From an optimization exercise on the open Yosys and OpenROAD flow, aimed at small area, a short achievable clock period and few clock cycles; shortcuts taken in it are not production practice.
In this exercise RTL edits were held to simulation tests only and were not proved equivalent to the original.
No activity file was given, so power comes from the tool's default toggle rates.

==> flow/design.v, too long to show whole: its modules and the start of the top module <==
// module fmultiplier: 751 lines
module fmultiplier(
    input  wire        clk,
    input  wire        rst,
    input  wire        valid,       
    input  wire [31:0] a,
    input  wire [31:0] b,
    output reg  [31:0] z,
    output reg         out_valid    
);
  // ...
==> flow/flow/run.sh <==
#!/bin/bash
# Standard layout, with the ports buffered by buf cells instead of the delay
# buffer that buffer_ports picks by default.
export BUFFER_PORTS_ARGS="-buffer_cell sky130_fd_sc_hd__buf_2"
bash standard.sh > standard.log 2>&1
==> flow/standard.sh <==
#!/bin/bash
# synth_recipe.tcl (not shown) runs the flow's synth.tcl, then flattens the netlist and writes it again
# the make line also repeats each setting of config.mk as NAME=value (left out here)
make -C /OpenROAD-flow-scripts/flow DESIGN_CONFIG=/design/flow/config.mk WORK_HOME=/design/flow/orfs CLKGATE_MAP_FILE= SYNTH_SCRIPT=/design/flow/synth_recipe.tcl "${@:-finish}"
==> flow/config.mk <==
export PLATFORM = sky130hd
export DESIGN_NAME = fmultiplier
export DESIGN_NICKNAME = fmultiplier
export VERILOG_FILES = /design/flow/design.v
export SDC_FILE = /design/flow/constraint.sdc
export NUM_CORES = 4
export LEC_CHECK = 0
export ABC_AREA = 1
export CAP_MARGIN = 20
export CORE_MARGIN = 2
export CORE_UTILIZATION = 40
export PLACE_DENSITY = 0.6
export SETUP_SLACK_MARGIN = 4.5
export SLEW_MARGIN = 20
==> flow/constraint.sdc <==
create_clock -name core_clock -period 10.0 [get_ports {clk}]
set_input_delay 2.0000 -clock core_clock [delete_from_list [all_inputs] [get_ports {clk}]]
set_output_delay 2.0000 -clock core_clock [all_outputs]
set_load 0.01 [all_outputs]
==> reports/summary.log, run 1 <==
qor: route.routed.top_layer met5
qor: route.routed_antenna_nets 0
qor: cells_and_area.seq_cell_count 132
qor: power_and_ir_drop.static-leakage-power 0.01628 uW
qor: die.placeableCoreArea 0.06728 sq mm
qor: global_route.grt.met3_usage 0.06103
qor: die.die_width 265.0 um
qor: critical_path.cp_cell_sequence inv_2 -> fa_2 -> inv_2 -> fa_2 -> nand2_2 -> nand2_4 -> nand3_4 -> nand2_4 -> nand2_4 -> a31oi_4 -> buf_6 -> ha_4 -> nand3_4 -> nor2_4 -> nand3_4 -> buf_4 -> buf_4 -> xor2_1 -> a211oi_2 -> buf_2
qor: route.firstDrtPassIters 9
qor: placed_design.place_hpwl 75.36 mm
qor: logic_synthesis.synth_nets 4,415
qor: critical_path.critPathArrivalTime 3.76 ns
qor: logic_synthesis.yosys-top-cells-count sky130_fd_sc_hd__nand2_1, sky130_fd_sc_hd__inv_1, sky130_fd_sc_hd__xor2_1
qor: cells_and_area.antenna_cells 4
qor: cells_and_area.signal_buffers 402
qor: cells_and_area.seqCellArea 0.002828 sq mm
qor: cts.cts_tree done
qor: power_and_ir_drop.comb_cell_power 12,100 uW
qor: power_and_ir_drop.pwr-share-comb 0.879
qor: sta.min_period 5.762 ns
qor: outcome.result_of_the_run complete, no violations
qor: cells_and_area.non_clk_buf_share 0.1054
qor: route.wl_met2 47.05 mm
qor: cells_and_area.postLayoutCellArea 0.03449 sq mm
qor: cells_and_area.multi_input_comb_area 0.02363 sq mm
qor: cts.postCtsResizedCells 373
qor: global_route.first_pass_grt_wire_length 160.6 mm
qor: die.die-area 0.07023 sq mm
qor: logic_synthesis.netlist_area 0.02725 sq mm
qor: sta.maxClockFrequency 0.1736 GHz
qor: power_and_ir_drop.p_switching 7896 uW
Testbench counts, summed over its fixed seeds: cycles 16,137.
==> inputs of run 2 (changes only) <==
--- a/flow/config.mk
+++ b/flow/config.mk
@@ -11,4 +11,4 @@
 export CORE_UTILIZATION = 40
 export PLACE_DENSITY = 0.6
-export SETUP_SLACK_MARGIN = 4.5
+export SETUP_SLACK_MARGIN = 3.5
 export SLEW_MARGIN = 20
==> reports/summary.log, run 2 <==
qor: sta.min_period 6.295 ns [+0.5328 ns]
qor: cells_and_area.finish.utilization 0.4349
qor: placed_design.place_hpwl 74.52 mm [-1.1%]
qor: sta.worst-slew-pin-transition 1.189 ns
qor: die.die_boundary_height 265.0 um
qor: cells_and_area.fillCellCount 7,076
qor: worst_hold_path.hold_path_class reg2reg
qor: logic_synthesis.synthArstFlopShare 0.01515
qor: sta.timing.final.crit_share 0.6295
qor: logic_synthesis.synthesis.area_per_instance 6.943 sq um
qor: critical_path.critPathArrivalTime 6.61 ns [+2.85 ns]
qor: sta.max_slew_headroom 0.2057
qor: cells_and_area.areaGrowthSynthToFinish 7.360%
qor: worst_hold_path.worst_hold_path.endpoint r_q[22]
qor: cells_and_area.final_cell_mix sky130_fd_sc_hd__nand2_1, sky130_fd_sc_hd__inv_1, sky130_fd_sc_hd__xor2_1, sky130_fd_sc_hd__nand3_1, sky130_fd_sc_hd__o22ai_1
qor: power_and_ir_drop.ir_worst_vdd 0.1907 mV
qor: route.vias 26,560
qor: cells_and_area.largest_registers r_c (32), r_s (32), r_q (26)
qor: power_and_ir_drop.static-leakage-power 0.01443 uW [-11%]
qor: cts.clk_path_buf_depth 2
qor: critical_path.worstPathMaxFanout 26
qor: cts.htree_levels 4
qor: outcome.result_of_the_run complete, no violations
qor: global_route.antenna_found_initial 1
qor: logic_synthesis.netlist_area 0.02725 sq mm [unchanged]
qor: critical_path.setup.worst_path.end_class flop
qor: logic_synthesis.postSynthRegisterBits 132
qor: logic_synthesis.yosys-top-cells-count sky130_fd_sc_hd__nand2_1, sky130_fd_sc_hd__inv_1, sky130_fd_sc_hd__xor2_1
qor: cells_and_area.final_common_cell sky130_fd_sc_hd__nand2_1
qor: job.max-cap-violations 0
qor: logic_synthesis.synth_area_leader_cell sky130_fd_sc_hd__fa_1
qor: cts.post_cts_hold_buffer_count 0
qor: sta.timing.setup.tns 0 ns
qor: logic_synthesis.synth_cell_type_count 66
qor: die.die-area 0.07023 sq mm [unchanged]
qor: critical_path.r2r_end r_q[46]
qor: logic_synthesis.yosys-top-cells-area sky130_fd_sc_hd__fa_1, sky130_fd_sc_hd__xor2_1, sky130_fd_sc_hd__nand2_1, sky130_fd_sc_hd__dfxtp_1, sky130_fd_sc_hd__inv_1
qor: die.initial_utilization 0.4050
qor: die.die_width 265.0 um [unchanged]
qor: route.drcViolationCount 0
qor: cts.clock_sink_count 132
qor: logic_synthesis.synth.yosys.seq_area_share 0.1036
qor: cts.cts.root.buffer_cell sky130_fd_sc_hd__clkbuf_16
qor: die.number_of_i_o_pins 100
qor: global_route.grt_overflow_total 0
qor: global_route.gr-usage-all-layers 0.2700
qor: route.detail_route.wirelength 96.54 mm
qor: critical_path.timing.setup.critical_path_class in2reg
qor: sta.timing.final.setup_violations 0
qor: placed_design.placement.io_buffers 99
qor: cts.worst_skew_pair.late_latency 0.44 ns
qor: logic_synthesis.post_synth_edffs 17
qor: cells_and_area.postLayoutCellArea 0.02926 sq mm [-15%]
qor: power_and_ir_drop.power_density 391.8 mW/mm^2
qor: cts.cts-buffers-inserted 17
qor: logic_synthesis.syn_inst 3,925
qor: placed_design.placement.cell_area 0.02847 sq mm
qor: route.route.detailed.vias_per_inst 5.537
qor: critical_path.rr_worst_depth 21
qor: global_route.grt_start_max_net_pins 56
qor: cells_and_area.multi_input_comb_area 0.02135 sq mm [-9.6%]
qor: sta.maxClockFrequency 0.1589 GHz [-8.5%]
qor: critical_path.regToRegSetupSlack 6.38 ns
qor: cells_and_area.seqCellArea 0.002824 sq mm [-0.13%]
qor: critical_path.timing.critical_path.from_type input pin
qor: logic_synthesis.synth_warnings 1
qor: logic_synthesis.synth_top_cell_area_share 0.1932
qor: logic_synthesis.yosys.cell_count.top_type sky130_fd_sc_hd__nand2_1
qor: cells_and_area.antenna_cells 0 [-4]
qor: global_route.first_global_vias 25,070
qor: route.firstDrtPassIters 7 [-2]
qor: cts.clk_pin_slew_worst_paths 0.07 ns
qor: critical_path.critical_path_required 10.31 ns
qor: global_route.first_pass_grt_wire_length 147.5 mm [-8.2%]
qor: route.routedWlPerCell 20.13 um
qor: worst_hold_path.holdCritStartpoint r_tsh[5]
qor: die.placeableCoreArea 0.06728 sq mm [unchanged]
qor: route.drtIter0Drc 2,870
qor: critical_path.timing.rr.start r_cy
qor: sta.rsz0062_at_grt false
qor: logic_synthesis.most_used_dff_post_synth sky130_fd_sc_hd__dfxtp_1
qor: cts.cts_tree done
qor: sta.timing.final.hold_violations 0
qor: cells_and_area.nNetsFinal 4,400
qor: sta.worst_clock_skew 0.01575 ns
qor: placed_design.routability_driven_placement_congestion_ratio 0.9580
qor: die.num_rows 95
qor: logic_synthesis.synth_nets 4,415 [unchanged]
qor: cells_and_area.drive_gt1_frac 0.1012
qor: sta.number_of_pins_with_negative_max_slew_slack_in_the_final_report 0
qor: route.routed_antenna_nets 0 [unchanged]
qor: worst_hold_path.min_delay_path_depth 2
==> run 2: cell counts after synthesis <==
No cell type changed its count.
==> run 2: layout make-up <==
type	instances	share of cell area
clock inverters	15	0.006458
repair buffers	153	0.03101
repair inverters	1	0.0001711
inverters	652	0.08404
flip-flops and latches	132	0.09653
clock buffers	17	0.01454
multi-input cells	2953	0.7299
well taps	873	0.03734
==> run 2: worst max path at each step <==
| stage | start | end | slack (ns) | depth (start not counted) |
|---|---|---|---|---|
| after global placement | b[1] | r_plo[15] | 2.96 | 19 |
| after detailed placement | b[1] | r_plo[15] | 2.90 | 19 |
| final | b[29] | r_c[26] | 3.71 | 19 |
| after CTS | r_cy | z[17] | 3.50 | 20 |
| after global routing | b[29] | r_c[27] | 3.51 | 19 |
| after floorplan | b[1] | r_plo[15] | 3.76 | 17 |
==> run 2: repair_timing <==
item,CTS,global route
cloned,0,2
endpoints found under the hold margin,0,0
setup endpoints to repair,8,38
pin swaps,1,5
resized for setup,3,23
setup buffers,0,8
==> run 2: logic make-up after synthesis <==
| logic type | after synthesis | share of synthesized area |
|---|---|---|
| buffers and inverters | 841 | 0.1168 |
| multiplexers | 9 | 0.003352 |
| AO/OA/AOI/OAI | 634 | 0.1396 |
| flip-flops | 132 | 0.1036 |
| adder cells (fa/ha/maj) | 423 | 0.2667 |
| XOR/XNOR | 353 | 0.1140 |
| AND/OR/NAND/NOR | 1533 | 0.2560 |
==> run 2: critical path, stage by stage <==
cell and delay, ns:
sky130_fd_sc_hd__buf_2 0.12, sky130_fd_sc_hd__inv_1 0.07, sky130_fd_sc_hd__ha_1 0.15, sky130_fd_sc_hd__inv_1 0.07, sky130_fd_sc_hd__nor4_4 0.21, sky130_fd_sc_hd__buf_4 0.41, sky130_fd_sc_hd__nand3_1 0.12, sky130_fd_sc_hd__nand2_1 0.14
sky130_fd_sc_hd__clkinvlp_4 0.43, sky130_fd_sc_hd__o22ai_1 0.30, sky130_fd_sc_hd__xor2_1 0.21, sky130_fd_sc_hd__fa_1 0.46, sky130_fd_sc_hd__fa_1 0.52, sky130_fd_sc_hd__inv_1 0.06, sky130_fd_sc_hd__fa_1 0.35, sky130_fd_sc_hd__inv_1 0.08
sky130_fd_sc_hd__fa_1 0.41, sky130_fd_sc_hd__inv_1 0.08, sky130_fd_sc_hd__fa_1 0.39
==> run 2: layer usage <==
metal | GRT usage | vias to the layer above | wire (um)
met2 | 0.4147 | 1264 | 41500
li1 | - | 12620 | -
met5 | 0 | - | 0
met4 | 0.1020 | 0 | 3957
met3 | 0.05109 | 194 | 8643
met1 | 0.3753 | 12480 | 42430
==> run 2: power breakdown <==
part	switching, uW	internal, uW
registers	124	905
clock network	280	380
logic	6470	3310
total	6870	4590
==> run 2: through the flow <==
step                      cells  power, uW  worst slack, ns  hold slack, ns
after floorplan            3925       7698            3.755          0.4593
after global placement     4754      10450            2.958          0.6433
after detailed placement   4754      10580            2.895          0.6364
after CTS                  4786      11280            3.505          0.6567
after global routing       4796      12750            3.507          0.6732
final                      4796      11460            3.705          0.6462
==> inputs of run 3 (changes only) <==
--- a/flow/config.mk
+++ b/flow/config.mk
@@ -11,4 +11,4 @@
 export CORE_UTILIZATION = 40
 export PLACE_DENSITY = 0.6
-export SETUP_SLACK_MARGIN = 3.5
+export SETUP_SLACK_MARGIN = 4.0
 export SLEW_MARGIN = 20
==> reports/summary.log, run 3 <==
qor: global_route.first_global_vias 25,490 [+1.6%]
qor: logic_synthesis.synthesis.area_per_instance 6.943 sq um [unchanged]
qor: sta.timing.final.setup_violations 0 [unchanged]
qor: power_and_ir_drop.ir_worst_vdd 0.2171 mV [+14%]
qor: logic_synthesis.synth_simple_gate_area_frac 0.2560 [unchanged]
qor: critical_path.cpLargestDelayFamily adder cells
qor: global_route.global_route.usage.met1 0.3864 [+0.01109]
qor: logic_synthesis.synth_nets 4,415 [unchanged]
qor: route.drtIter0Drc 3,205 [+12%]
qor: cts.clk_pin_slew_worst_paths 0.07 ns [about the same]
qor: cells_and_area.final_common_cell sky130_fd_sc_hd__nand2_1
qor: cts.clk_path_buf_depth 2 [unchanged]
qor: critical_path.critical_path_required 10.33 ns [+0.02 ns]
qor: die.die_boundary_height 265.0 um [unchanged]
qor: global_route.grt.met2_usage 0.4232 [+0.008512]
qor: cts.worst_skew_pair.late_latency 0.45 ns [about the same]
qor: logic_synthesis.synth_warnings 1 [unchanged]
qor: critical_path.crit_path_top_delay_cell sky130_fd_sc_hd__clkinvlp_2
qor: sta.max_slew_headroom 0.2807 [+0.07505]
qor: route.vias 27,030 [+1.8%]
qor: worst_hold_path.hold_path_class reg2reg
qor: placed_design.placed_cells_incl_taps 4,754 [unchanged]
qor: die.placeableCoreArea 0.06728 sq mm [unchanged]
qor: cts.cts.root.buffer_cell sky130_fd_sc_hd__clkbuf_16
qor: power_and_ir_drop.power_density 389.3 mW/mm^2 [-0.66%]
qor: global_route.gr-usage-all-layers 0.2782 [+0.008159]
qor: route.routedWlPerCell 20.50 um [+1.9%]
qor: sta.worst-slew-pin-transition 1.076 ns [-0.1123 ns]
qor: sta.fin_ws 4.066 ns [+0.3600 ns]
qor: critical_path.critPathArrivalTime 6.26 ns [-0.35 ns]
qor: die.number_of_i_o_pins 100 [unchanged]
qor: cts.cts_tree done
qor: outcome.result_of_the_run complete, no violations
qor: die.die_width 265.0 um [unchanged]
qor: route.firstDrtPassIters 6 [-1]
qor: logic_synthesis.yosys.cell_count.top_type sky130_fd_sc_hd__nand2_1
qor: logic_synthesis.post_synth_edffs 17 [unchanged]
qor: logic_synthesis.muxShareOfSynthArea 0.003352 [unchanged]
qor: cts.htree_levels 4 [unchanged]
qor: placed_design.place_hpwl 74.23 mm [-0.39%]
qor: job.max-cap-violations 0 [unchanged]
qor: cells_and_area.drive_gt1_frac 0.1387 [+0.03754]
qor: cells_and_area.final_cell_mix sky130_fd_sc_hd__nand2_1, sky130_fd_sc_hd__inv_1, sky130_fd_sc_hd__xor2_1, sky130_fd_sc_hd__nand3_1, sky130_fd_sc_hd__o22ai_1
qor: cts.cts-buffers-inserted 17 [unchanged]
qor: logic_synthesis.synth_cell_type_count 66 [unchanged]
qor: placed_design.pre_cts_ws 2.951 ns [+0.05582 ns]
qor: global_route.first_pass_grt_wire_length 151.3 mm [+2.6%]
qor: die.die-area 0.07023 sq mm [unchanged]
qor: global_route.grt_overflow_total 0 [unchanged]
qor: logic_synthesis.post_synth_xor_area_fraction 0.1140 [unchanged]
qor: logic_synthesis.synth_area_leader_cell sky130_fd_sc_hd__fa_1
qor: logic_synthesis.yosys-top-cells-count sky130_fd_sc_hd__nand2_1, sky130_fd_sc_hd__inv_1, sky130_fd_sc_hd__xor2_1
qor: logic_synthesis.synth_top_family_by_area adder cells
qor: worst_hold_path.worst_hold_path.endpoint r_q[22]
qor: sta.min_period 5.935 ns [-0.3600 ns]
qor: critical_path.rr_worst_depth 18 [-14%]
qor: critical_path.timing.rr.start r_cy
qor: logic_synthesis.netlist_area 0.02725 sq mm [unchanged]
qor: sta.rsz0062_at_grt true
qor: sta.worst_clock_skew 0.01181 ns [-0.003945 ns]
qor: global_route.grt.met3_usage 0.05462 [+0.003530]
qor: cells_and_area.largest_registers r_c (32), r_s (32), r_q (26)
qor: worst_hold_path.min_delay_path_depth 2 [unchanged]
qor: logic_synthesis.postSynthRegisterBits 132 [unchanged]
qor: logic_synthesis.syn_inst 3,925 [unchanged]
qor: cells_and_area.finalNonFillerCells 4,860 [+1.3%]
qor: cts.post_cts_hold_buffer_count 0 [unchanged]
qor: die.initial_utilization 0.4050 [unchanged]
qor: cells_and_area.finish.utilization 0.4511 [+0.01624]
qor: die.num_rows 95 [unchanged]
qor: sta.timing.final.crit_share 0.5935 [-0.03600]
qor: critical_path.r2r_end r_q[46]
qor: cells_and_area.areaGrowthSynthToFinish 11.37%
qor: route.drcViolationCount 0 [unchanged]
qor: sta.maxClockFrequency 0.1685 GHz [+6.1%]
qor: sta.number_of_pins_with_negative_max_slew_slack_in_the_final_report 0 [unchanged]
qor: critical_path.timing.critical_path.slowest_cell_delay 0.59 ns [+0.07 ns]
qor: critical_path.regToRegSetupSlack 6.58 ns [+0.20 ns]
qor: logic_synthesis.most_used_dff_post_synth sky130_fd_sc_hd__dfxtp_1
qor: logic_synthesis.synth.yosys.seq_area_share 0.1036 [unchanged]
qor: critical_path.timing.critical_path.from_type input pin
qor: critical_path.timing.setup.critical_path_class in2reg
qor: logic_synthesis.synthArstFlopShare 0.01515 [unchanged]
qor: critical_path.crit_path_frequent_cell sky130_fd_sc_hd__fa_1
qor: cells_and_area.nNetsFinal 4,463 [+1.4%]
qor: cts.clock_sink_count 132 [unchanged]
qor: global_route.antenna_found_initial 2 [+1]
qor: logic_synthesis.synth_top_cell_area_share 0.1932 [unchanged]
qor: placed_design.routability_driven_placement_congestion_ratio 0.9459 [-1.3%]
qor: critical_path.worstPathBufferInverterCount 5 [-3]
qor: logic_synthesis.yosys-top-cells-area sky130_fd_sc_hd__fa_1, sky130_fd_sc_hd__xor2_1, sky130_fd_sc_hd__nand2_1, sky130_fd_sc_hd__dfxtp_1, sky130_fd_sc_hd__inv_1
qor: worst_hold_path.holdCritStartpoint r_tsh[5]
qor: sta.timing.final.hold_violations 0 [unchanged]
qor: placed_design.placement.io_buffers 99 [unchanged]
qor: global_route.grt_busiest_layer met2
qor: route.routed_antenna_nets 0 [unchanged]
qor: critical_path.setup.worst_path.end_class flop
qor: logic_synthesis.synth-compound-area-share 0.1396 [unchanged]
qor: logic_synthesis.adder_cell_area_share_of_the_yosys_netlist 0.2667 [unchanged]
qor: power_and_ir_drop.fin_total_pwr 11,810 uW [+3.0%]
qor: power_and_ir_drop.static-leakage-power 0.01474 uW [+2.2%]
qor: critical_path.worstPathMaxFanout 11 [-58%]
qor: route.detail_route.wirelength 99.65 mm [+3.2%]
qor: critical_path.cp_cell_sequence clkbuf_4 -> ha_2 -> clkinvlp_2 -> o22ai_1 -> xor2_1 -> fa_1 -> inv_1 -> fa_1 -> fa_1 -> inv_1 -> fa_1 -> inv_1 -> fa_1
qor: global_route.grt_start_max_net_pins 56 [unchanged]
qor: route.route.detailed.vias_per_inst 5.561 [+0.43%]
qor: sta.timing.setup.tns 0 ns [unchanged]
run 3: cell types whose count changed in the layout (fill, tap and decap cells not counted), sizes merged:
| cell | before | now |
|---|---|---|
| buf | 153 | 204 |
| clkinvlp | 3 | 31 |
| inv | 632 | 621 |
| clkinv | 31 | 23 |
| clkbuf | 17 | 22 |
| bufinv | 2 | 0 |
| diode | 0 | 1 |
run 3: worst max path at each step:
stage	startpoint	endpoint	slack [ns]	depth (start not counted)
floorplan	b[1]	r_plo[15]	3.98	20
global placement	b[1]	r_plo[15]	2.98	19
detailed placement	b[1]	r_st0	2.95	30
CTS	r_cy	z[21]	3.99	22
global route	b[3]	r_st0	3.93	31
finish	b[3]	r_c[25]	4.07	13
run 3: kinds of logic after synthesis:
logic type / Yosys count
AOI/OAI and AO/OA: 634
buffers and inverters: 841
and+or+nand+nor: 1533
xor gates and xnor gates: 353
DFF: 132
muxes: 9
adders and majority gates: 423
run 3: stage by stage:
stage	hold WS, ns	area (sq um)
floorplan	0.4593	27260
global placement	0.6300	28470
detailed placement	0.6086	28470
CTS	0.6252	29460
global route	0.6482	30350
finish	0.6366	30350
run 3: what timing repair did:
action | 4_1_cts | 5_1_grt
resized for setup | 55 | 130
gates cloned | 8 | 4
buffers inserted | 19 | 42
endpoints found under the setup margin | 84 | 67
pin swaps | 8 | 25
run 3: final cells by class:
type / instances / area [sq um]
repair buffers: 208 / 1463
multi-input cells: 2953 / 21800
repair inverters: 9 / 57.56
clock inverters: 14 / 141.4
flip-flops and latches: 132 / 2825
well taps: 873 / 1092
fillers: 7054 / 36930
inverters: 652 / 2532
diodes: 1 / 2.502
clock buffers: 18 / 429.2
run 3: tightest hold or removal path, stage by stage (launching register included):
cell	delay, ns
sky130_fd_sc_hd__dfxtp_1	0.41
sky130_fd_sc_hd__nand3_1	0.12
sky130_fd_sc_hd__nand2_1	0.05
run 3: power breakdown:
part	leakage [uW]	switching, uW	internal, uW
registers	0.00116	124	906
logic	0.0133	6640	3530
clock network	0.000269	285	329
run 3: metal layers:
metal / vias up / share of wire
li1: 12760 / -
met2: 1346 / 0.43
met3: 206 / 0.099
met4: 0 / 0.039
met1: 12710 / 0.43
met5: - / 0
==> inputs of run 4 (changes only) <==
--- a/flow/config.mk
+++ b/flow/config.mk
@@ -11,4 +11,3 @@
 export CORE_UTILIZATION = 40
 export PLACE_DENSITY = 0.6
-export SETUP_SLACK_MARGIN = 4.0
 export SLEW_MARGIN = 20
==> reports/summary.log, run 4 <==
qor: outcome.result_of_the_run complete, no violations
qor: cells_and_area.fillCellCount 7,086 [+0.45%]
qor: critical_path.worstPathMaxFanout 30 [+19]
qor: route.drtIter0Drc 2,859 [-11%]
qor: logic_synthesis.syn_inst 3,925 [unchanged]
qor: critical_path.rr_worst_depth 17 [-1]
qor: cts.clk_path_buf_depth 2 [unchanged]
qor: critical_path.timing.critical_path.slowest_cell_delay 0.61 ns [+0.02 ns]
qor: placed_design.place_hpwl 74.52 mm [+0.39%]
qor: logic_synthesis.synth.yosys.seq_area_share 0.1036 [unchanged]
qor: cells_and_area.finalNonFillerCells 4,786 [-1.5%]
qor: logic_synthesis.synth_area_leader_cell sky130_fd_sc_hd__fa_1
qor: critical_path.cp_cell_sequence buf_2 -> inv_2 -> o21ai_0 -> nand2_1 -> o22ai_1 -> xor2_1 -> fa_1 -> inv_1 -> fa_1 -> inv_1 -> fa_1 -> fa_1 -> ha_1 -> nand2_1 -> nor2_1 -> a211oi_1 -> nand2_1 -> nand2_1 -> nand2_1
qor: power_and_ir_drop.ir_worst_vdd 0.1957 mV [-9.9%]
qor: sta.number_of_pins_with_negative_max_slew_slack_in_the_final_report 0 [unchanged]
qor: power_and_ir_drop.p_int 4548 uW [-4.6%]
qor: cells_and_area.finish.utilization 0.4324 [-0.01871]
qor: die.placeableCoreArea 0.06728 sq mm [unchanged]
qor: cts.clock_sink_count 132 [unchanged]
qor: cells_and_area.drive_gt1_frac 0.09481 [-0.04392]
qor: critical_path.critical_path_required 10.33 ns [about the same]
qor: critical_path.cpLargestDelayFamily adder cells
qor: logic_synthesis.post_synth_edffs 17 [unchanged]
qor: sta.min_period 6.706 ns [+0.7713 ns]
qor: critical_path.crit_path_frequent_cell sky130_fd_sc_hd__nand2_1
qor: logic_synthesis.synthArstFlopShare 0.01515 [unchanged]
qor: sta.rsz0062_at_grt false
qor: job.max-cap-violations 0 [unchanged]
qor: route.routedWlPerCell 20.12 um [-1.9%]
qor: cts.cts.root.buffer_cell sky130_fd_sc_hd__clkbuf_16
qor: cts.worst_skew_pair.late_latency 0.44 ns [about the same]
qor: die.die-area 0.07023 sq mm [unchanged]
qor: logic_synthesis.yosys-top-cells-count sky130_fd_sc_hd__nand2_1, sky130_fd_sc_hd__inv_1, sky130_fd_sc_hd__xor2_1
qor: global_route.first_global_vias 25,070 [-1.6%]
qor: power_and_ir_drop.power.sequential.fraction 0.090 [+0.003]
qor: power_and_ir_drop.swShare 0.6006 [+0.004011]
qor: die.initial_utilization 0.4050 [unchanged]
qor: cts.clk_pin_slew_worst_paths 0.07 ns [about the same]
qor: die.number_of_i_o_pins 100 [unchanged]
qor: global_route.grt_overflow_total 0 [unchanged]
qor: critical_path.timing.critical_path.from_type input pin
qor: cells_and_area.areaGrowthSynthToFinish 6.749%
qor: sta.maxClockFrequency 0.1491 GHz [-12%]
qor: logic_synthesis.synth_top_cell_area_share 0.1932 [unchanged]
qor: route.route.detailed.vias_per_inst 5.536 [-0.44%]
qor: route.routed_antenna_nets 0 [unchanged]
qor: die.num_rows 95 [unchanged]
qor: die.die_width 265.0 um [unchanged]
qor: logic_synthesis.yosys.cell_count.top_type sky130_fd_sc_hd__nand2_1
qor: sta.timing.final.hold_violations 0 [unchanged]
qor: sta.worst_clock_skew 0.01771 ns [+0.005901 ns]
qor: logic_synthesis.postSynthRegisterBits 132 [unchanged]
qor: route.vias 26,500 [-2.0%]
qor: placed_design.routability_driven_placement_congestion_ratio 0.9580 [+1.3%]
qor: critical_path.regToRegSetupSlack 6.28 ns [-0.30 ns]
qor: cells_and_area.final_cell_mix sky130_fd_sc_hd__nand2_1, sky130_fd_sc_hd__inv_1, sky130_fd_sc_hd__xor2_1, sky130_fd_sc_hd__nand3_1, sky130_fd_sc_hd__o22ai_1
qor: critical_path.critPathArrivalTime 7.04 ns [+0.78 ns]
qor: global_route.first_pass_grt_wire_length 147.5 mm [-2.5%]
qor: cts.postCtsResizedCells 0 [-100%]
qor: worst_hold_path.min_delay_path_depth 2 [unchanged]
qor: logic_synthesis.yosys-top-cells-area sky130_fd_sc_hd__fa_1, sky130_fd_sc_hd__xor2_1, sky130_fd_sc_hd__nand2_1, sky130_fd_sc_hd__dfxtp_1, sky130_fd_sc_hd__inv_1
qor: power_and_ir_drop.power_density 391.4 mW/mm^2 [+0.55%]
qor: critical_path.r2r_end r_q[46]
qor: logic_synthesis.synth_warnings 1 [unchanged]
qor: sta.worst-slew-pin-transition 1.180 ns [+0.1035 ns]
qor: power_and_ir_drop.pwr-share-comb 0.852 [-0.009]
qor: sta.max_slew_headroom 0.2116 [-0.06916]
qor: critical_path.timing.rr.start r_cy
qor: route.detail_route.wirelength 96.30 mm [-3.4%]
qor: power_and_ir_drop.p_switching 6837 uW [-3.0%]
qor: global_route.antenna_found_initial 1 [-1]
qor: worst_hold_path.worst_hold_path.endpoint r_q[22]
qor: cts.setup_bufs_post_cts 0 [-19]
qor: global_route.grt_start_max_net_pins 56 [unchanged]
qor: logic_synthesis.synth_cell_type_count 66 [unchanged]
qor: cts.post_cts_hold_buffer_count 0 [unchanged]
qor: logic_synthesis.synthesis.area_per_instance 6.943 sq um [unchanged]
qor: cells_and_area.antenna_cells 0 [-1]
qor: cts.htree_levels 4 [unchanged]
qor: cells_and_area.nNetsFinal 4,390 [-1.6%]
qor: critical_path.timing.setup.critical_path_class in2reg
qor: global_route.gr-usage-all-layers 0.2700 [-0.008159]
qor: cts.cts_tree done
qor: route.firstDrtPassIters 6 [unchanged]
qor: logic_synthesis.synth_nets 4,415 [unchanged]
qor: power_and_ir_drop.share_clk_of_total_power 0.058 [+0.006]
qor: placed_design.placement.io_buffers 99 [unchanged]
qor: logic_synthesis.netlist_area 0.02725 sq mm [unchanged]
qor: route.drcViolationCount 0 [unchanged]
qor: cts.cts-buffers-inserted 17 [unchanged]
qor: sta.timing.final.crit_share 0.6706 [+0.07713]
qor: placed_design.placed_cells_incl_taps 4,754 [unchanged]
qor: cells_and_area.final_common_cell sky130_fd_sc_hd__nand2_1
qor: sta.timing.setup.tns 0 ns [unchanged]
qor: sta.timing.final.setup_violations 0 [unchanged]
qor: die.die_boundary_height 265.0 um [unchanged]
qor: worst_hold_path.hold_path_class reg2reg
qor: worst_hold_path.holdCritStartpoint r_tsh[5]
qor: logic_synthesis.most_used_dff_post_synth sky130_fd_sc_hd__dfxtp_1
qor: critical_path.worstPathBufferInverterCount 4 [-1]
qor: critical_path.crit_path_top_delay_cell sky130_fd_sc_hd__buf_2
qor: critical_path.setup.worst_path.end_class flop
qor: power_and_ir_drop.static-leakage-power 0.01438 uW [-2.5%]
qor: cells_and_area.largest_registers r_c (32), r_s (32), r_q (26)
==> run 4: cell counts after synthesis <==
Identical to the previous run, type by type.
==> run 4: metal layers <==
layer  wire [um]  track usage
met4        3843       0.1020
met5           0            0
met2       41350       0.4147
met1       42670       0.3753
met3        8437      0.05109
==> run 4: cell families (layout without fill, tap and decap cells) <==
family | Yosys count | after routing | synth area share
multiplexers | 9 | 9 | 0.003352
AO/OA/AOI/OAI | 634 | 634 | 0.1396
AND/OR/NAND/NOR | 1533 | 1533 | 0.2560
adder cells (fa/ha/maj) | 423 | 423 | 0.2667
XOR/XNOR | 353 | 353 | 0.1140
flip-flops | 132 | 132 | 0.1036
buffers and inverters | 841 | 829 | 0.1168
==> run 4: how the worst max path moves through the flow <==
stage / from / end / slack [ns] / cells after the start
floorplan: b[1] / r_plo[15] / 3.76 / 17
global placement: b[1] / r_plo[15] / 2.96 / 19
detailed placement: b[1] / r_plo[15] / 2.90 / 19
CTS: b[1] / r_plo[15] / 3.36 / 19
global route: b[1] / r_plo[15] / 2.94 / 19
finish: b[1] / r_plo[15] / 3.29 / 19
==> run 4: worst register-to-register path: cells and delay by family (launching register included) <==
| family | cells | cell delay [ns] |
|---|---|---|
| compound gates | 3 | 1.02 |
| fa+ha+maj | 2 | 0.70 |
| flops | 1 | 0.36 |
| simple gates | 10 | 1.19 |
| buf+inv | 2 | 0.27 |
==> run 4: cell type report <==
class                           count  area (sq um)  area share
Multi-Input combinational cell   2952         21270      0.7312
Timing Repair Buffer              145         840.8     0.02890
Tap cell                          873          1092     0.03755
Sequential cell                   132          2824     0.09708
Inverter                          652          2449     0.08418
Clock buffer                       17         425.4     0.01462
Clock inverter                     15         188.9    0.006495
==> run 4: power groups by stage <==
stage,registers (uW),logic [uW],clock network (uW)
floorplan,983,6710,0
detailed placement,1040,9540,0
global route,1050,10900,698
global placement,1040,9410,0
finish,1030,9690,662
CTS,1030,9570,674
==> run 4: through the flow <==
stage | area (sq um) | hold slack, ns | total power, uW | setup slack [ns]
after floorplan | 27250 | 0.4593 | 7698 | 3.755
after global placement | 28470 | 0.6433 | 10450 | 2.958
final | 29090 | 0.6447 | 11380 | 3.294
after CTS | 29090 | 0.6567 | 11270 | 3.357
after global routing | 29090 | 0.6732 | 12660 | 2.942
after detailed placement | 28470 | 0.6364 | 10580 | 2.895

port drivers added, routing unchanged:
The results above use ideal ports. As a check the final layouts listed here were re-extracted and re-timed, cells and wires unchanged. Step 1 assumes that a clkbuf_16 drives the clock port and a buf_2 every other input. Step 2 adds t to the input delays and takes it off the output delays; t is the mean of the earliest and latest rising clock arrival at the registers after step 1. Input paths then give back, and output paths get back, about the clock's delay inside the block. a / b / c = ideal ports / drivers / drivers and shift; a / b = the first two.
run | t (ns) | setup WS [ns] | worst setup path at the end | worst slew at a driven data input, ns
run 1 | 0.504 | 4.238 / 4.179 / 3.936 | input to register | 0.20
run 2 | 0.492 | 3.705 / 3.695 / 3.247 | input to register | 0.06
run 3 | 0.508 | 4.065 / 4.104 / 3.596 | input to register | 0.10
run 4 | 0.494 | 3.294 / 3.307 / 2.813 | input to register | 0.06
After both steps every run listed still meets setup and hold. The setup slack of run 4, which loses most, moves by +0.013 ns with the drivers and by -0.481 ns with both steps.
